What follows belongs to an exercise in optimizing a design on an open flow for small area; a production flow would make more cautious choices. Only simulation tests tie the RTL to the original design; equivalence was not proved. The flow treats the clock pin as an ideal source, which a real chip does not have. Power and IR drop assume default switching activity.

==> job 9560 <==
## EECS3216_Lab4
module EECS3216_Lab4 (input Clock,
                      input TimerON,
                      input Coin5,
                      input Coin10,
                      input Coin20,
                      input Reset,
                      output [6:0] tenSec,
                      output [6:0] oneSec,
                      output reg C5Enable,
                      output reg C10Enable,
                      output reg C20Enable);
export LEC_CHECK = 0
export CAP_MARGIN = 20
export CORE_MARGIN = 2
export CORE_UTILIZATION = 40
export CTS_BUF_LIST = sky130_fd_sc_hd__clkbuf_4
export CTS_CLUSTER_DIAMETER = 100
export CTS_CLUSTER_SIZE = 40
export SLEW_MARGIN = 20
create_clock -name core_clock -period 20.0 [get_ports {Clock}]
run.sh (not shown) runs the stock make flow with config.mk's settings and CLKGATE_MAP_FILE= SYNTH_SCRIPT=/design/flow/synth_recipe.tcl, a recipe that flattens the netlist after the stock synthesis.
==> job 7843 (differences from job 9560) <==
--- a/flow/config.mk
+++ b/flow/config.mk
@@ -10,5 +10,2 @@
 export CORE_UTILIZATION = 40
-export CTS_BUF_LIST = sky130_fd_sc_hd__clkbuf_4
-export CTS_CLUSTER_DIAMETER = 100
-export CTS_CLUSTER_SIZE = 40
 export SLEW_MARGIN = 20
==> comparison <==
In job 7843 the hold slack is worse than in job 9560, by 0.0047 ns. Of job 7843 and job 9560, job 7843 has the higher setup slack (gap 0.063 ns). In job 9560 the global-route usage is lower than in job 7843, by 0.20 points. Between job 7843 and job 9560, the lower via count is in job 9560 (gap about 1%, measured against job 9560). In combinational power, job 9560 and job 7843 hardly differ. In job 7843 the clock skew is lower than in job 9560, by 0.0049 ns.
==> figures <==
metric                                                                        job 9560                          job 7843
Status                                                                  finished clean                    finished clean
Crit path max-delay cell type                                sky130_fd_sc_hd__edfxtp_1  sky130_fd_sc_hd__clkdlybuf4s50_1
Worst ir drop on vdd                                                           38.2 uV                           43.1 uV
Sw frac                                                                          31.4%                             29.4%
NonClk Buf Share                                                                 9.97%                             9.78%
Worst slew slack as a fraction of its limit                                      66.1%                             66.1%
Fraction of layout instances using a drive strength above 1                      4.18%                             4.60%
Launching element of the worst setup path                                         u[2]                              u[0]
Filler Cells Inserted                                                              455                               449
Met1 Routed Length                                                             1770 um                           1710 um
Routed length on met2                                                          1700 um                           1710 um
Multi-input logic portion of the cell area                                       46.5%                             45.7%
Worst-path fanout max                                                               13                                 9
Comb pwr share                                                                   24.5%                             22.3%

==> job 8285 <==
Another version of the RTL of EECS3216_Lab4 (not shown whole).
clock: 20.0 ns
lec_check: 0
cap_margin: 20
core_margin: 2
core_utilization: 40
cts_buf_list: sky130_fd_sc_hd__clkbuf_8
cts_cluster_diameter: 500
cts_cluster_size: 100
slew_margin: 20
standard.sh (not shown) runs the stock make flow with config.mk's settings and CLKGATE_MAP_FILE= SYNTH_SCRIPT=/design/flow/synth_recipe.tcl, a recipe that flattens the netlist after the stock synthesis.
==> flow/flow/run.sh <==
#!/bin/bash
# Own layout flow: the standard ORFS flow (standard.sh) with two changes.
#  - Synthesis maps the logic with the area-oriented ABC script flow/abc_area.script and does
#    not extract half/full adders. Everything else in synthesis (synth_recipe.tcl, ORFS's
#    synth.tcl, register mapping, flattening, renaming) is unchanged, so the registers are the
#    standard synthesis's.
#  - Port buffering uses the platform's smallest buffer, sky130_fd_sc_hd__buf_1.
# The scripts are ORFS's own, copied here so that only abc_area.script differs.
set -euo pipefail
W=$(pwd)
rm -rf "$W/scripts_area"
mkdir -p "$W/scripts_area"
cp -r "$FLOW_HOME/scripts/." "$W/scripts_area/"
cp "$W/flow/abc_area.script" "$W/scripts_area/abc_area.script"
bash standard.sh finish SCRIPTS_DIR="$W/scripts_area" ABC_AREA=1 ADDER_MAP_FILE= \
  "BUFFER_PORTS_ARGS=-buffer_cell sky130_fd_sc_hd__buf_1" > "$W/orfs_make.log" 2>&1
==> flow/flow/abc_area.script <==
strash
dc2
dch -f
amap
topo
dnsize -c
==> inputs of job 6097, as changes to job 8285 <==
==> flow/flow/run.sh (replaced) <==
#!/bin/bash
# Own layout flow: the standard ORFS flow (standard.sh) with these changes.
#  - Synthesis maps the logic with the area-oriented ABC script flow/abc_area.script and does
#    not extract half/full adders. Everything else in synthesis (synth_recipe.tcl, ORFS's
#    synth.tcl, register mapping, flattening, renaming) is unchanged, so the registers are the
#    standard synthesis's.
#  - Port buffering uses the platform's smallest buffer, sky130_fd_sc_hd__buf_1.
#  - Clock tree: the design has few registers, so the clock port drives one clock buffer
#    (sky130_fd_sc_hd__clkbuf_8) that drives every register's clock pin, in place of
#    TritonCTS's H-tree.
# The scripts are ORFS's own, copied here; only abc_area.script and cts.tcl's tree step differ.
set -euo pipefail
W=$(pwd)
rm -rf "$W/scripts_area"
mkdir -p "$W/scripts_area"
cp -r "$FLOW_HOME/scripts/." "$W/scripts_area/"
cp "$W/flow/abc_area.script" "$W/scripts_area/abc_area.script"
python3 - "$W/scripts_area/cts.tcl" <<'P'
import sys
f = sys.argv[1]
t = open(f).read()
old = "log_cmd clock_tree_synthesis {*}$cts_args"
assert old in t
new = """log_cmd insert_buffer -buffer_cell sky130_fd_sc_hd__clkbuf_8 -net Clock -buffer_name clkbuf_0_Clock -net_name clknet_0_Clock
[[ord::get_db_block] findNet clknet_0_Clock] setSigType CLOCK
set_propagated_clock [all_clocks]"""
open(f, "w").write(t.replace(old, new))
P
bash standard.sh finish SCRIPTS_DIR="$W/scripts_area" ABC_AREA=1 ADDER_MAP_FILE= \
  "BUFFER_PORTS_ARGS=-buffer_cell sky130_fd_sc_hd__buf_1" > "$W/orfs_make.log" 2>&1
CTS_BUF_LIST = sky130_fd_sc_hd__clkbuf_4   (was sky130_fd_sc_hd__clkbuf_8)
CTS_CLUSTER_DIAMETER = 100   (was 500)
CTS_CLUSTER_SIZE = 40   (was 100)
==> inputs of job 8539, as changes to job 8285 <==
--- a/flow/flow/run.sh
+++ b/flow/flow/run.sh
@@ -13,4 +13,5 @@
 cp -r "$FLOW_HOME/scripts/." "$W/scripts_area/"
 cp "$W/flow/abc_area.script" "$W/scripts_area/abc_area.script"
 bash standard.sh finish SCRIPTS_DIR="$W/scripts_area" ABC_AREA=1 ADDER_MAP_FILE= \
-  "BUFFER_PORTS_ARGS=-buffer_cell sky130_fd_sc_hd__buf_1" > "$W/orfs_make.log" 2>&1
+  "BUFFER_PORTS_ARGS=-buffer_cell sky130_fd_sc_hd__buf_1" \
+  "CTS_ARGS=-buf_list sky130_fd_sc_hd__clkbuf_2 -root_buf sky130_fd_sc_hd__clkbuf_4 -sink_clustering_enable -sink_clustering_size 40 -sink_clustering_max_diameter 300 -dont_use_dummy_load -repair_clock_nets" > "$W/orfs_make.log" 2>&1
CTS_BUF_LIST = sky130_fd_sc_hd__clkbuf_4   (was sky130_fd_sc_hd__clkbuf_8)
CTS_CLUSTER_DIAMETER = 100   (was 500)
CTS_CLUSTER_SIZE = 40   (was 100)
==> results.json <==
{
  "syn_area_sq_um": 1453,
  "place_congestion": 0.7709,
  "lastStage": "clock tree synthesis (4_1_cts)",
  "dp_hpwl_um": 2194,
  "run_status": "did not finish",
  "synthArstFlopShare_pct": 0,
  "firstError": "Error: cts.tcl, 37 invalid command name \"NULL\"",
  "syn_avg_cell_area_sq_um": 7.852
}
Source of the figures above: job 6097

==> results.json <==
{
  "largest_class": "registers",
  "dp_hpwl_um": 2194,
  "synth_area_leaders": "dfxtp_1 50%, nor2_1 8.5%, clkinv_1 7.0%",
  "clkPwrFrac_pct": 23.0,
  "syn_avg_cell_area_sq_um": 7.852,
  "synthArstFlopShare_pct": 0,
  "syn_area_sq_um": 1453,
  "pre_cts_ws_ns": 14.81,
  "run_status": "no timing/DRC/antenna violations"
}
Source of the figures above: job 8285

==> results.json <==
{
  "syn_avg_cell_area_sq_um": 7.852,
  "run_status": "no timing/DRC/antenna violations",
  "grtUsageMet1_pct": 17.91,
  "holdWs_ns": 0.3833,
  "clk_pin_slew_ns": 0.10,
  "syn_area_sq_um": 1453
}
Source of the figures above: job 8539

==> afterwards: timing with drivers on the ports <==
The flow's constraints put no driver on any port. The routed layouts listed below were extracted and timed again, unchanged, in two steps. Step 1 (the two cells are an assumption about what drives the block):
set clk [get_ports {Clock}]
set_driving_cell -lib_cell sky130_fd_sc_hd__clkbuf_16 $clk
set_driving_cell -lib_cell sky130_fd_sc_hd__buf_2 [delete_from_list [all_inputs] $clk]
Step 2 also shifts input and output timing later by t, the mid clock arrival at the registers, as if the neighbouring blocks saw the same clock. Three values: ideal ports, drivers, drivers and shift; two values: the first two.
run	t, ns	setup WS [ns]	hold slack, ns	worst setup path at the end	latest minus earliest clock arrival (ns)
job 9560	0.349	13.946 / 13.922 / 14.271	0.468 / 0.468 / 0.468	register to output	0.010 / 0.011
job 7843	0.304	14.009 / 13.983 / 14.287	0.463 / 0.463 / 0.463	register to output	0.006 / 0.005
job 8285	0.302	14.485 / 14.460 / 14.763	0.380 / 0.380 / 0.380	register to output	0.006 / 0.005
job 8539	0.344	14.438 / 14.416 / 14.760	0.383 / 0.383 / 0.383	register to output	0.019 / 0.019
After both steps setup and hold are still met in every run listed.
